Context: an optimization exercise on an open-source flow, tuned for small area. The choices shown serve that exercise and are no tape-out recipe. Only simulation tests tie the RTL to the original design; equivalence was not proved. Power and IR drop assume default switching activity.

==> flow/run.sh <==
#!/bin/bash
# synth_recipe.tcl (not shown) runs the flow's synth.tcl, then flattens the netlist and writes it again
# the make line also repeats each setting of config.mk as NAME=value (left out here)
make -C /OpenROAD-flow-scripts/flow DESIGN_CONFIG=/design/flow/config.mk WORK_HOME=/design/flow/orfs CLKGATE_MAP_FILE= SYNTH_SCRIPT=/design/flow/synth_recipe.tcl finish
==> flow/config.mk <==
export PLATFORM = sky130hd
export DESIGN_NAME = gen_fifo_ctrl_mult_ch_top
export DESIGN_NICKNAME = gen_fifo_ctrl_mult_ch_top
export VERILOG_FILES = /design/flow/design.v
export SDC_FILE = /design/flow/constraint.sdc
export NUM_CORES = 4
export LEC_CHECK = 0
export CAP_MARGIN = 20
export CORE_MARGIN = 2
export CORE_UTILIZATION = 40
export SLEW_MARGIN = 20
==> flow/constraint.sdc <==
create_clock -name core_clock -period 10.0 [get_ports {clk}]
set_input_delay 2.0000 -clock core_clock [delete_from_list [all_inputs] [get_ports {clk}]]
set_output_delay 2.0000 -clock core_clock [all_outputs]
set_load 0.01 [all_outputs]
==> flow/design.v <==
module gen_arb_strict_top #(
    parameter WID = 4  
) (
    input  logic [WID-1:0] rqsts ,  
    output logic [WID-1:0] grnts    
);
    logic [WID-1:0] prev_g ;  
    genvar i;
    generate
        for (i = 0; i < WID; i = i + 1) begin: gen_arb_loop
            if (i==0) begin: gen_1st_stage_cond
                assign prev_g[i] = 1'b0     ;  
                assign grnts[i]  = rqsts[i] ;  
            end
            else begin: gen_rest_cond
                assign prev_g[i] = prev_g[i-1] | rqsts[i-1] ;  
                assign grnts[i]  = ~prev_g[i]  & rqsts[i]   ;  
            end
        end
    endgenerate
endmodule
module gen_arb_rr_updt_mask #(
    parameter WID = 16  
) (
    input wire [    0:0] clk   ,  
    input wire [    0:0] rst_n ,  
    input wire [WID-1:0] grnts ,  
    output reg [WID-1:0] mask     
);
wire [WID-1:0] mask_next ;  
genvar II;
generate
    for (II = 0; II < WID ; II = II + 1 ) begin
        if (II==0) begin
            assign mask_next[II] = 1'b0 ;  
        end
        else begin 
            assign mask_next[II] = mask_next[II-1] | grnts[II-1] ; 
        end
    end
endgenerate
always_ff @(posedge clk) begin
    if (!rst_n) begin
        mask <= {WID{1'b0}} ; 
    end
    else begin
        mask <= mask_next ; 
    end
end
endmodule
module gen_arb_rr_top #(
    parameter WID = 16  
) (
    input wire [    0:0] clk   ,  
    input wire [    0:0] rst_n ,  
    input wire [WID-1:0] rqsts ,  
    output reg [WID-1:0] grnts    
);
wire [WID-1:0] base_grnts   ;  
wire [WID-1:0] mask         ;  
wire [WID-1:0] masked_rqsts ;  
wire [WID-1:0] masked_grnts ;  
wire [    0:0] mask_grntd   ;  
assign masked_rqsts = mask & rqsts                           ;  
assign mask_grntd   = |(masked_grnts)                        ;  
assign grnts        = mask_grntd ? masked_grnts : base_grnts ;  
gen_arb_strict_top #(.WID(WID)) i0_arb_strict (
    .rqsts (rqsts       ), 
    .grnts (base_grnts  )
);
gen_arb_strict_top #(.WID(WID)) i1_arb_strict (
    .rqsts (masked_rqsts), 
    .grnts (masked_grnts)
);
gen_arb_rr_updt_mask #(.WID(WID)) i_arb_round_robin_update_mask (
    .clk   (clk  ),
    .rst_n (rst_n),
    .grnts (grnts),
    .mask  (mask )
); 
endmodule
module gen_cnt_top #(
    parameter  CNT_W = 4    
) (
    input  logic [      0:0] clk   ,  
    input  logic [      0:0] rst_n ,  
    input  logic [CNT_W-1:0] lim   ,  
    input  logic [      0:0] inc   ,  
    input  logic [      0:0] dec   ,  
    input  logic [      0:0] clr   ,  
    output logic [CNT_W-1:0] count    
);
logic             msk_inc     ;  
logic             msk_dec     ;  
logic             wrap_cond   ;  
logic [CNT_W-1:0] count_next  ;  
assign msk_inc = inc & ~dec ; 
assign msk_dec = dec & ~inc ; 
assign wrap_cond  = (count==lim) & msk_inc ;  
assign count_next = clr | wrap_cond ? CNT_W'(0) : msk_inc ? count + CNT_W'(1) : msk_dec ? count - CNT_W'(1) : count ; 
always_ff @( posedge clk) begin 
    if (!rst_n) begin
        count <= CNT_W'(0) ;  
    end
    else begin
        count <= count_next ;  
    end
end
endmodule
module gen_crd_mng_top #(
   parameter int CRD_INIT_AMOUNT  = 8 ,  
   parameter int MAX_CRD_GRNT_VAL = 1 ,  
   parameter int MAX_CRD_USED_VAL = 1 ,  
   parameter int CRD_RST_AMOUNT   = CRD_INIT_AMOUNT ,  
   localparam int CRD_CNT_W  = $clog2(CRD_INIT_AMOUNT)  + 1 ,  
   localparam int CRD_GRNT_W = $clog2(MAX_CRD_GRNT_VAL) + 1 ,  
   localparam int CRD_USED_W = $clog2(MAX_CRD_USED_VAL) + 1    
)(
   input  logic                  clk          ,  
   input  logic                  rst_n        ,  
   input  logic [CRD_GRNT_W-1:0] crd_grnt_val ,  
   input  logic                  crd_grnt_en  ,  
   input  logic [CRD_USED_W-1:0] crd_used_val ,  
   input  logic                  crd_used_en  ,  
   output logic [CRD_CNT_W -1:0] crd_cnt      ,  
   output logic                  crd_exist       
);
logic [CRD_CNT_W-1:0] crd_cnt_next     ; 
logic                 inc_y_dec_y_cond ; 
logic                 inc_y_dec_n_cond ; 
logic                 inc_n_dec_y_cond ; 
logic                 inc_n_dec_n_cond ; 
logic [CRD_CNT_W-1:0] inc_y_dec_y_val  ; 
logic [CRD_CNT_W-1:0] inc_y_dec_n_val  ; 
logic [CRD_CNT_W-1:0] inc_n_dec_y_val  ; 
logic [CRD_CNT_W-1:0] inc_n_dec_n_val  ; 
logic [CRD_CNT_W-1:0] crd_grnt_ext     ; 
logic [CRD_CNT_W-1:0] crd_used_ext     ; 
logic [CRD_CNT_W-1:0] crd_used_min     ; 
assign inc_y_dec_y_cond =  crd_grnt_en &  crd_used_en ; 
assign inc_y_dec_n_cond =  crd_grnt_en & ~crd_used_en ; 
assign inc_n_dec_y_cond = ~crd_grnt_en &  crd_used_en ; 
assign inc_n_dec_n_cond = ~crd_grnt_en & ~crd_used_en ; 
assign crd_grnt_ext    = crd_grnt_val                                                  ;  
assign crd_used_ext    = crd_used_val                                                  ;  
assign inc_y_dec_y_val = crd_cnt + crd_grnt_ext - crd_used_ext                         ; 
assign inc_y_dec_n_val = crd_cnt + crd_grnt_ext                                        ; 
assign inc_n_dec_y_val = crd_cnt                - crd_used_ext                         ; 
assign inc_n_dec_n_val = crd_cnt                                                       ; 
assign crd_cnt_next = {CRD_CNT_W{inc_y_dec_y_cond}} & inc_y_dec_y_val | 
                      {CRD_CNT_W{inc_y_dec_n_cond}} & inc_y_dec_n_val | 
                      {CRD_CNT_W{inc_n_dec_y_cond}} & inc_n_dec_y_val | 
                      {CRD_CNT_W{inc_n_dec_n_cond}} & inc_n_dec_n_val ; 
assign crd_used_min = MAX_CRD_USED_VAL ; 
assign crd_exist = crd_cnt >= crd_used_min ; 
always_ff @(posedge clk)  
   if (!rst_n)  
      crd_cnt <= CRD_RST_AMOUNT[CRD_CNT_W-1:0];
   else  
      crd_cnt <= crd_cnt_next ; 
endmodule
module gen_dec_top #(
   parameter  DAT_IN_W  =             2 ,  
   localparam DAT_OUT_W = 2 ** DAT_IN_W    
)(
   input  logic [DAT_IN_W -1:0] dat_in ,  
   input  logic                 en     ,  
   output logic [DAT_OUT_W-1:0] dat_out   
);
genvar BIT ; 
generate
   for (BIT=0; BIT<DAT_OUT_W; BIT++) begin: gen_dec_loop
      assign dat_out[BIT] = (dat_in==DAT_IN_W'(BIT)) & en ; 
   end
endgenerate
endmodule
module gen_enc_top #(
   parameter  DAT_IN_W  =               4 ,  
   localparam DAT_OUT_W = $clog2(DAT_IN_W)   
)(
   input  logic [DAT_IN_W -1:0] dat_in ,  
   output logic [DAT_OUT_W-1:0] dat_out   
);
always_comb begin
   dat_out = DAT_OUT_W'(0) ; 
   for (int i=0; i<DAT_IN_W; i++) begin
      dat_out = dat_in[i] ? DAT_OUT_W'(i) : dat_out ; 
   end
end
endmodule
module gen_pipe_top #(
   parameter           DEPTH       =    2 ,  
   parameter           DAT_W       =    4 ,  
   parameter bit [0:0] LOW_PWR_OPT = 1'b1    
) (
   input  logic [      0:0] clk     ,  
   input  logic [      0:0] rst_n   ,  
   input  logic [DAT_W-1:0] dat_in  ,  
   input  logic [      0:0] vld_in  ,  
   output logic [DAT_W-1:0] dat_out ,  
	output logic [      0:0] vld_out    
);
logic [DEPTH:0][DAT_W-1:0] pipe_dat ; 
logic [DEPTH:0]            pipe_vld ; 
genvar ST ; 
generate
   for (ST = 0; ST<DEPTH; ST++) begin : gen_pipe_loop
      if (ST==0) begin : gen_1st_stage_cond 
         always_ff @(posedge clk) begin
            if (!rst_n) begin
               pipe_dat[1] <= DAT_W'(0) ; 
               pipe_vld[1] <= 1'b0      ;
            end
            else if (pipe_vld[ST] | ~LOW_PWR_OPT) begin
               pipe_dat[1] <= dat_in ; 
               pipe_vld[1] <= vld_in ;
            end
         end
      end
      else begin : gen_2nd_stage_cond
         always_ff @(posedge clk) begin
            if (!rst_n) begin
               pipe_dat[ST+1] <= DAT_W'(0) ; 
               pipe_vld[ST+1] <= 1'b0      ;
            end
            else if (pipe_vld[ST] | ~LOW_PWR_OPT) begin
               pipe_dat[ST+1] <= pipe_dat[ST] ; 
               pipe_vld[ST+1] <= pipe_vld[ST] ;
            end
         end
      end
   end
endgenerate
assign dat_out = DEPTH==0 ? dat_in : pipe_dat[DEPTH] ; 
assign vld_out = DEPTH==0 ? vld_in : pipe_vld[DEPTH] ; 
endmodule
module gen_fifo_ctrl_cfg_size_top #(
    parameter  PTR_W =         4 ,  
    localparam CNT_W = PTR_W + 1    
) (
    input  logic [      0:0] clk        ,  
    input  logic [      0:0] rst_n      ,  
    input  logic [CNT_W-1:0] cfg_size   ,  
    input  logic [CNT_W-1:0] cfg_af_th  ,  
    input  logic [CNT_W-1:0] cfg_ae_th  ,  
    input  logic [      0:0] clr        ,  
    input  logic [      0:0] push       ,  
    input  logic [      0:0] pop        ,  
    output logic [PTR_W-1:0] rd_ptr     ,  
    output logic [PTR_W-1:0] wr_ptr     ,  
    output logic [CNT_W-1:0] sts_count  ,  
    output logic [      0:0] sts_full   ,  
    output logic [      0:0] sts_af     ,  
    output logic [      0:0] sts_ae     ,  
    output logic [      0:0] sts_empty  ,  
    output logic [      0:0] err_ovfl   ,  
    output logic [      0:0] err_udfl      
);
logic             rd_ptr_inc_cond ; 
logic             wr_ptr_inc_cond ; 
logic [PTR_W-1:0] ptr_lim         ; 
assign sts_full  = (sts_count == cfg_size)      ;  
assign sts_af    = (sts_count >= cfg_af_th)     ;  
assign sts_ae    = (sts_count <= cfg_ae_th)     ;  
assign sts_empty = (sts_count == CNT_W'(0))     ;  
assign err_ovfl  = push & sts_full              ;  
assign err_udfl  = pop & sts_empty              ;  
assign ptr_lim = cfg_size[PTR_W-1:0] - PTR_W'(1) ; 
assign rd_ptr_inc_cond = pop & ~sts_empty ;  
gen_cnt_top #(.CNT_W(PTR_W)) i_rd_ptr_cnt (
   .clk   (clk            ),  
   .rst_n (rst_n          ),  
   .lim   (ptr_lim        ),  
   .inc   (rd_ptr_inc_cond),  
   .dec   (1'b0           ),  
   .clr   (clr            ),  
   .count (rd_ptr         )   
);
assign wr_ptr_inc_cond = push & ~sts_full ;  
gen_cnt_top #(.CNT_W(PTR_W)) i_wr_ptr_cnt (
   .clk   (clk            ),  
   .rst_n (rst_n          ),  
   .lim   (ptr_lim        ),  
   .inc   (wr_ptr_inc_cond),  
   .dec   (1'b0           ),  
   .clr   (clr            ),  
   .count (wr_ptr         )   
);
gen_cnt_top #(.CNT_W(CNT_W)) i_count_cnt (
   .clk   (clk            ),  
   .rst_n (rst_n          ),  
   .lim   ({CNT_W{1'b1}}  ),  
   .inc   (wr_ptr_inc_cond),  
   .dec   (rd_ptr_inc_cond),  
   .clr   (clr            ),  
   .count (sts_count      )   
);
endmodule
module gen_fifo_ctrl_mult_ch_top #(
   parameter           CH_N         =    8 ,  
   parameter           ADD_W        =    8 ,  
   parameter           DAT_W        =   32 ,  
   parameter           RQST_CRDT_N  =    8 ,  
   parameter bit [0:0] RR_ARB_OPT   = 1'b1 ,  
   parameter           DLY_USER2MEM =    0 ,  
   parameter           DLY_MEM2USER =    1 ,  
   localparam RQST_CRDT_W = $clog2(RQST_CRDT_N) + 1 ,  
   localparam CH_W        = $clog2(CH_N)            ,  
   localparam CNT_W       = ADD_W + 1                  
)(
   input  logic                              clk               ,  
   input  logic                              rst_n             ,  
   input  logic [CH_N-1:0][ADD_W       -1:0] cfg_vec_dat_base  ,  
   input  logic [CH_N-1:0][CNT_W       -1:0] cfg_vec_dat_size  ,  
   input  logic [CH_N-1:0][CNT_W       -1:0] cfg_vec_dat_af_th ,  
   input  logic [CH_N-1:0][CNT_W       -1:0] cfg_vec_dat_ae_th ,  
   input  logic [CH_N-1:0][RQST_CRDT_W -1:0] cfg_vec_crd_af_th ,  
   input  logic [CH_N-1:0][RQST_CRDT_W -1:0] cfg_vec_crd_ae_th ,  
   input  logic                              clr_rqst          ,  
   input  logic           [CH_W        -1:0] clr_ch_num        ,  
   input  logic                              rd_rqst           ,  
   input  logic           [CH_W        -1:0] rd_ch_num         ,  
   input  logic                              usr_in_vld        ,  
   input  logic           [CH_W        -1:0] usr_in_ch_num     ,  
   input  logic           [DAT_W       -1:0] usr_in_dat        ,  
   output logic                              usr_out_vld       ,  
   output logic           [CH_W        -1:0] usr_out_ch_num    ,  
   output logic           [DAT_W       -1:0] usr_out_dat       ,  
   output logic [CH_N-1:0][CNT_W       -1:0] sts_vec_dat_count ,  
   output logic [CH_N-1:0]                   sts_vec_dat_full  ,  
   output logic [CH_N-1:0]                   sts_vec_dat_af    ,  
   output logic [CH_N-1:0]                   sts_vec_dat_ae    ,  
   output logic [CH_N-1:0]                   sts_vec_dat_empty ,  
   output logic [CH_N-1:0][RQST_CRDT_W -1:0] sts_vec_crd_count ,  
   output logic [CH_N-1:0]                   sts_vec_crd_full  ,  
   output logic [CH_N-1:0]                   sts_vec_crd_af    ,  
   output logic [CH_N-1:0]                   sts_vec_crd_ae    ,  
   output logic [CH_N-1:0]                   sts_vec_crd_empty ,  
   output logic [CH_N-1:0]                   err_vec_dat_ovfl  ,  
   output logic [CH_N-1:0]                   err_vec_dat_udfl  ,  
   output logic [CH_N-1:0]                   err_vec_rqst_ovfl ,  
   output logic [CH_N-1:0]                   err_vec_rqst_udfl ,  
   output logic                              err_clr_rqst_ovfl ,  
   output logic                              func_ch_clrd      ,  
   output logic                              mem_cs            ,  
   output logic                              mem_wen           ,  
   output logic           [ADD_W       -1:0] mem_add           ,  
   output logic           [DAT_W       -1:0] mem_dat_in        ,  
   input  logic           [DAT_W       -1:0] mem_dat_out          
);
typedef enum bit [1:0] {CLR_IDLE=2'b00, CLR_IN_PROG=2'b01, CLR_DONE=2'b10, CLR_RESERVED=2'b11} clr_sts_e ; 
logic                       usr_in_vld_masked     ; 
logic [CH_N-1:0]            clr_ch_oh             ; 
logic [CH_W-1:0]            push_rqst_ch_num      ;                                
logic                       push_rqst_vld         ;                                
logic [CH_N-1:0]            push_ch_oh            ; 
logic [CH_N-1:0][ADD_W-1:0] rd_ptr_vec            ; 
logic [CH_N-1:0][ADD_W-1:0] wr_ptr_vec            ; 
logic [CH_N-1:0][ADD_W-1:0] addr_vec              ; 
logic [CH_N-1:0]            rd_rqst_ch_oh         ;  
logic [CH_N-1:0]            crd_exists_ch         ;  
logic [CH_N-1:0]            pop_ch_oh             ;  
logic [CH_W-1:0]            pop_ch_num            ;  
logic [CH_W-1:0]            addr_mux_sel          ;  
clr_sts_e                   clr_sts_next          ; 
logic                       clr_ch_crd_exist      ;
logic [CH_W-1:0]            int_clr_ch_num_next   ;                             
logic [CH_N-1:0]            int_clr_ch_oh_next    ;                             
logic [CH_N-1:0]            arb_rd_rqsts_vec      ; 
logic [CH_N-1:0]            arb_rd_rqsts_clr_mask ; 
clr_sts_e                   clr_sts_curr          ; 
logic [CH_W-1:0]            int_clr_ch_num        ;                             
gen_dec_top #(
   .DAT_IN_W(CH_W         )   
) i0_gen_dec_top (
   .dat_in  (rd_ch_num    ),  
   .en      (rd_rqst      ),  
   .dat_out (rd_rqst_ch_oh)   
);
gen_dec_top #(
   .DAT_IN_W(CH_W             )   
) i1_gen_dec_top (
   .dat_in  (push_rqst_ch_num ),  
   .en      (push_rqst_vld    ),  
   .dat_out (push_ch_oh       )   
);
genvar CH_IDX ; 
generate
   for (CH_IDX=0; CH_IDX<CH_N; CH_IDX++) begin: gen_controls_loop
      gen_crd_mng_top #(
         .CRD_INIT_AMOUNT  (RQST_CRDT_N),  
         .MAX_CRD_GRNT_VAL (1          ),  
         .MAX_CRD_USED_VAL (1          ),  
         .CRD_RST_AMOUNT   (0          )   
      ) i_gen_crd_mng_top (
         .clk          (clk                       ),  
         .rst_n        (rst_n                     ),  
         .crd_grnt_val (1'b1                      ),  
         .crd_grnt_en  (rd_rqst_ch_oh    [CH_IDX] & ~sts_vec_crd_full[CH_IDX]),  
         .crd_used_val (1'b1                      ),  
         .crd_used_en  (pop_ch_oh        [CH_IDX] ),  
         .crd_cnt      (sts_vec_crd_count[CH_IDX] ),  
         .crd_exist    (crd_exists_ch    [CH_IDX] )   
      );
      assign sts_vec_crd_full [CH_IDX] = sts_vec_crd_count[CH_IDX]==RQST_CRDT_W'(RQST_CRDT_N) ;  
      assign sts_vec_crd_af   [CH_IDX] = sts_vec_crd_count[CH_IDX]>=cfg_vec_crd_af_th[CH_IDX] ;  
      assign sts_vec_crd_ae   [CH_IDX] = sts_vec_crd_count[CH_IDX]<=cfg_vec_crd_ae_th[CH_IDX] ;  
      assign sts_vec_crd_empty[CH_IDX] = sts_vec_crd_count[CH_IDX]==RQST_CRDT_W'(0)           ;  
      assign err_vec_rqst_ovfl[CH_IDX] = sts_vec_crd_full [CH_IDX]& rd_rqst_ch_oh[CH_IDX]     ;  
      assign err_vec_rqst_udfl[CH_IDX] = sts_vec_crd_empty[CH_IDX]& pop_ch_oh    [CH_IDX]     ;  
      gen_fifo_ctrl_cfg_size_top #(
         .PTR_W(ADD_W)   
      ) i_gen_fifo_ctrl_cfg_size_top (
         .clk       (clk                       ),  
         .rst_n     (rst_n                     ),  
         .cfg_size  (cfg_vec_dat_size [CH_IDX] ),  
         .cfg_af_th (cfg_vec_dat_af_th[CH_IDX] ),  
         .cfg_ae_th (cfg_vec_dat_ae_th[CH_IDX] ),  
         .clr       (clr_ch_oh        [CH_IDX] ),  
         .push      (push_ch_oh       [CH_IDX] ),  
         .pop       (pop_ch_oh        [CH_IDX] ),  
         .rd_ptr    (rd_ptr_vec       [CH_IDX] ),  
         .wr_ptr    (wr_ptr_vec       [CH_IDX] ),  
         .sts_count (sts_vec_dat_count[CH_IDX] ),  
         .sts_full  (sts_vec_dat_full [CH_IDX] ),  
         .sts_af    (sts_vec_dat_af   [CH_IDX] ),  
         .sts_ae    (sts_vec_dat_ae   [CH_IDX] ),  
         .sts_empty (sts_vec_dat_empty[CH_IDX] ),  
         .err_ovfl  (err_vec_dat_ovfl [CH_IDX] ),  
         .err_udfl  (err_vec_dat_udfl [CH_IDX] )   
      );
      assign addr_vec[CH_IDX] = push_ch_oh[CH_IDX] ? wr_ptr_vec[CH_IDX] : rd_ptr_vec[CH_IDX] ;  
   end
endgenerate 
assign arb_rd_rqsts_vec = arb_rd_rqsts_clr_mask & crd_exists_ch & {CH_N{~usr_in_vld_masked}} ;  
generate 
   if (RR_ARB_OPT) begin: gen_rr_arb_cond
      gen_arb_rr_top #(
         .WID(CH_N)   
      ) i_gen_arb_rr_top (
         .clk   (clk             ),  
         .rst_n (rst_n           ),  
         .rqsts (arb_rd_rqsts_vec),  
         .grnts (pop_ch_oh       )  
      );
   end
   else begin: gen_strict_arb_cond
      gen_arb_strict_top #(
         .WID(CH_N)   
      ) i_gen_arb_strict_top (
         .rqsts (arb_rd_rqsts_vec),  
         .grnts (pop_ch_oh       )   
      );
   end
endgenerate
gen_enc_top #(
   .DAT_IN_W(CH_N)   
) i_gen_enc_top (
   .dat_in  (pop_ch_oh ),  
   .dat_out (pop_ch_num)   
);
assign addr_mux_sel = usr_in_vld_masked ? usr_in_ch_num : pop_ch_num ; 
assign mem_add = addr_vec[addr_mux_sel] + cfg_vec_dat_base[addr_mux_sel] ;  
assign push_rqst_vld    = usr_in_vld_masked ; 
assign push_rqst_ch_num = usr_in_ch_num     ; 
gen_pipe_top #(
   .DEPTH      (DLY_USER2MEM + DLY_MEM2USER),  
   .DAT_W      (1 + CH_W                   ),  
   .LOW_PWR_OPT(1'b0                       )   
) i_gen_pipe_top (
   .clk     (clk                                                                     ),  
   .rst_n   (rst_n                                                                   ),  
   .dat_in  ({(|(pop_ch_oh)), pop_ch_num                                           }),  
   .vld_in  (1'b1                                                                    ),  
   .dat_out ({usr_out_vld   , usr_out_ch_num                                       }),  
   .vld_out (                                                                        )   
);
assign mem_cs      = 1'b1              ; 
assign mem_dat_in  = usr_in_dat        ; 
assign mem_wen     = usr_in_vld_masked & ~sts_vec_dat_full[usr_in_ch_num] ;  
assign usr_out_dat = mem_dat_out       ;
assign int_clr_ch_num_next = clr_rqst & clr_sts_curr==CLR_IDLE ? clr_ch_num : int_clr_ch_num ; 
assign clr_ch_crd_exist = crd_exists_ch[int_clr_ch_num_next] ; 
always_ff @(posedge clk) begin
   if (!rst_n) begin
      clr_sts_curr   <= CLR_IDLE  ; 
      int_clr_ch_num <= CH_W'(0)  ; 
   end
   else begin
      clr_sts_curr   <= clr_sts_next        ; 
      int_clr_ch_num <= int_clr_ch_num_next ; 
   end
end
always_comb begin   
   case (clr_sts_curr)
      CLR_IDLE   : begin
         if (clr_rqst & ~clr_ch_crd_exist)
            clr_sts_next = CLR_DONE ; 
         else if (clr_rqst) 
            clr_sts_next = CLR_IN_PROG ; 
         else 
            clr_sts_next = CLR_IDLE ; 
      end
      CLR_IN_PROG: begin 
         if (~clr_ch_crd_exist)
            clr_sts_next = CLR_DONE ; 
         else
            clr_sts_next = CLR_IN_PROG ; 
      end
      CLR_DONE   : clr_sts_next = CLR_IDLE ; 
      default    : clr_sts_next = CLR_IDLE ;  
   endcase
end
gen_dec_top #(
   .DAT_IN_W(CH_W       )   
) i2_gen_dec_top (
   .dat_in  (int_clr_ch_num_next ),  
   .en      (1'b1                ),  
   .dat_out (int_clr_ch_oh_next  )   
);
assign arb_rd_rqsts_clr_mask = clr_sts_curr==CLR_IN_PROG ? int_clr_ch_oh_next : {CH_N{1'b1}} ; 
assign err_clr_rqst_ovfl = clr_rqst & clr_sts_curr!=CLR_IDLE ; 
assign func_ch_clrd = clr_sts_curr==CLR_DONE ; 
assign clr_ch_oh = int_clr_ch_oh_next & {CH_N{clr_sts_curr==CLR_DONE}} ; 
assign usr_in_vld_masked = usr_in_vld & (int_clr_ch_num_next!=usr_in_ch_num | clr_sts_curr==CLR_IDLE) ; 
endmodule
==> notes.md <==
## metrics by stage
stage	utilization (%)	hold WS (ns)	instances	cell area (um2)	power, mW
after global routing	51.65	0.5199	4593	32700	9.577
after global placement	49.73	0.4754	4532	31490	7.549
final	51.66	0.5025	4595	32710	8.842
after floorplan	-	0.4581	3283	25690	5.323
after detailed placement	49.78	0.4888	4532	31520	7.576
after CTS	51.59	0.4962	4592	32660	8.884
## cells in the final DEF (no fill, tap or decap), drive strengths merged, types with 16 or more instances in the layout
cell type,count
o21a,19
a32oi,17
clkbuf,49
mux2i,96
nor4,34
xnor2,242
nand4,83
inv,285
and3,35
nand2,200
nand2b,70
nor3,49
or3,20
ha,335
o21bai,27
nor2,391
o21ai,93
dfxtp,248
xor2,221
a41o,16
a21oi,202
buf,31
clkdlybuf4s50,572
a21o,44
nand3,108
o31ai,16
nor2b,62
## final timing paths
| check | from | end | slack, ns | cells after the start |
|---|---|---|---|---|
| hold reg to reg | flip-flop | flip-flop | 0.50 | 2 |
| hold / removal | flip-flop | flip-flop | 0.50 | 2 |
| setup / recovery | clr_rqst | mem_add[7] | 0.44 | 20 |
| setup reg to reg | gen_controls_loop[7].i_gen_crd_mng_top.crd_cnt[1] | flip-flop | 3.74 | 22 |
## per-layer routing
layer  global-route usage [%]  vias up  wire length, um
met3                    6.718      131             6583
met4                    6.888       14             2207
li1                         -    12020                -
met5                        0        -               81
met2                    42.33      641            40300
met1                    32.09    10890            37680
## final cells by class
type / instances / area [um2]
fill: 6239 / 30600
sequential: 248 / 4965
antenna: 3 / 7.507
multi-input combinational: 2550 / 18510
clock inverter: 11 / 111.4
tap: 846 / 1059
timing repair buffer: 603 / 5958
inverter: 285 / 1070
clock buffer: 49 / 1031
## power by group
part | internal (mW) | switching (mW) | total [mW]
Clock | 0.768 | 0.484 | 1.25
Sequential | 1.15 | 0.418 | 1.57
Combinational | 2.83 | 3.19 | 6.02
Total | 4.75 | 4.09 | 8.84
## worst register-to-register path, delay by kind of cell (launching register included)
| kind | cells | cell delay (ns) |
|---|---|---|
| AOI/OAI and AO/OA | 9 | 1.52 |
| xor gates and xnor gates | 1 | 0.09 |
| adders and majority gates | 3 | 0.84 |
| buffers and inverters | 4 | 0.80 |
| DFF | 1 | 0.49 |
| and+or+nand+nor | 5 | 2.43 |
## cells by family (layout without fill, tap and decap cells)
logic type                 after synthesis  in the layout  share of synthesized area (%)
adders and majority gates              344            344                          17.02
and+or+nand+nor                       1142           1142                          22.14
muxes                                  107            107                          4.359
DFF                                    248            248                          19.32
buffers and inverters                  485            948                          9.034
AOI/OAI and AO/OA                      493            493                          12.33
other                                    1              4                        0.01460
xor gates and xnor gates               463            463                          15.78
==> results.cfg <==
[status]
status = timing/DRC/antenna clean

[floorplan]
start_util_pct = 40.58
core_um2 = 63310
io_pins = 702
fp-row-count = 92
dieWidth_um = 257.4
die_y_um = 257.4
dieArea_um2 = 66270

[route]
vias = 23690
avgRoutedWirePerCell_um = 18.90
routed_via_density = 5.156
drt-pass1-iter-count = 5
antenna_left = 0
drc = 0
drt_wl_total_um = 86860
drtIter0Drc = 1318

[worst_setup_path]
crit_type = in -> out
cp_max_fo = 14
slowest_delay_ns = 0.63
end_kind = output pin
cp.arrival_ns = 7.56
critPathLaunchType = input port
path_buf_inv = 2
cp_common_cell = a21oi_1
cp.required_ns = 8.00
cp_slowest_cell = or4_4
worstPathCellList = clkdlybuf4s50_1 > or3b_1 > mux2i_4 > xnor2_1 > o21a_4 > or4_4 > nand2b_4 > a211oi_4 > and3_2 > a32oi_1 > nand3_1 > ha_1 > a21o_1 > a21oi_1 > o21bai_1 > a21oi_1 > o21bai_1 > a21oi_1 > xnor2_1 > clkdlybuf4s50_1
critical-path-top-delay-family = simple AND/OR/NAND/NOR gates

[power_and_ir_drop]
power.density_nw_per_um2 = 270.3
power.leakage_nw = 14.50
ir_worst_vdd_mv = 0.3444

[logic_synthesis]
ys_top_cells_by_area = dfxtp_1, ha_1, xnor2_1
synth_edf_count = 0
synth.avg_cell_area_um2 = 7.826
synthFlopType = dfxtp_1
yosysTopAreaCell = dfxtp_1
post_synth_instance_area_um2 = 25690
synth_common_cells = nor2_1, ha_1, inv_1, dfxtp_1, xnor2_1
yosysSeqAreaShare_pct = 19.32
syn-num-nets = 4049
async_reset_ff_share_pct = 0
yosysMostFrequentCell = nor2_1
synth.top_cell.area_share_pct = 19.32
ys_seq_elements = 248
synth_warnings = 8
syn_inst = 3283
synth.distinct_cells = 85

[clock_tree]
cts_made_buffers = 35
post_cts.repair.setup_buffers = 0
cts-hold-fix-buffers = 0
cts.sinks = 248
tritoncts = built
insertion_delay_ns = 0.54
post_cts_resized = 0
clk_pin_slew_ns = 0.06
ctsRootBufferMaster = clkbuf_16
cts_buffer_depth = 3
ctsHtreeMaxLevel = 2

[sta]
timing.fmax_mhz = 104.6
fin_ws_ns = 0.4362
setup_viol = 0
worst_pin_slew_ns = 1.090
fin_crit_ns = 9.564
relSlewSlack_pct = 26.74
drv_slew = 0
fin_skew_ns = 0.01177
rsz0062_at_grt = no
fin_crit_sh_pct = 95.64
setup_tns_ns = 0
finalHoldViolCount = 0

[cells_and_area]
layout-drive-gt1-share_pct = 4.058
synthToLayoutAreaGrowth_pct = 27.30
nets = 4489

[worst_hold_path]
hp-class = reg -> reg

[grt]
grt_max_degree = 55
grt_antenna_before_repair = 11
first_global_vias = 22650
grt_pass1_wl_um = 133000
grt_overflow = 0
grt_util_all_layers_pct = 25.34

[place]
pre_cts_slack_ns = 0.3525
gp_congestion = 0.9410
port_buffers = 572
hpwl_um = 70890

[job]
drv_cap = 0

## port drivers added, routing unchanged
How much do the figures lean on ideal ports? The routed layout below was timed once more, with nothing changed but the port constraints.
Step 1, drivers: a clkbuf_16 drives clk and a buf_2 each remaining input, both assumed.
Step 2 also shifts input and output timing later by t, the mid clock arrival at the registers, as if the neighbouring blocks saw the same clock.
Three values: ideal ports, drivers, drivers and shift; two values: the first two.
t, ns: 0.591
slack for setup (ns): 0.436 / 0.374 / 0.374
worst setup path at the end: input to output
worst slew at a driven data input, ns: 0.13
cell pins on the clock port's net: 1
After both steps setup and hold are still met in this run. The setup slack of this run moves by -0.062 ns with the drivers and by -0.062 ns with both steps.
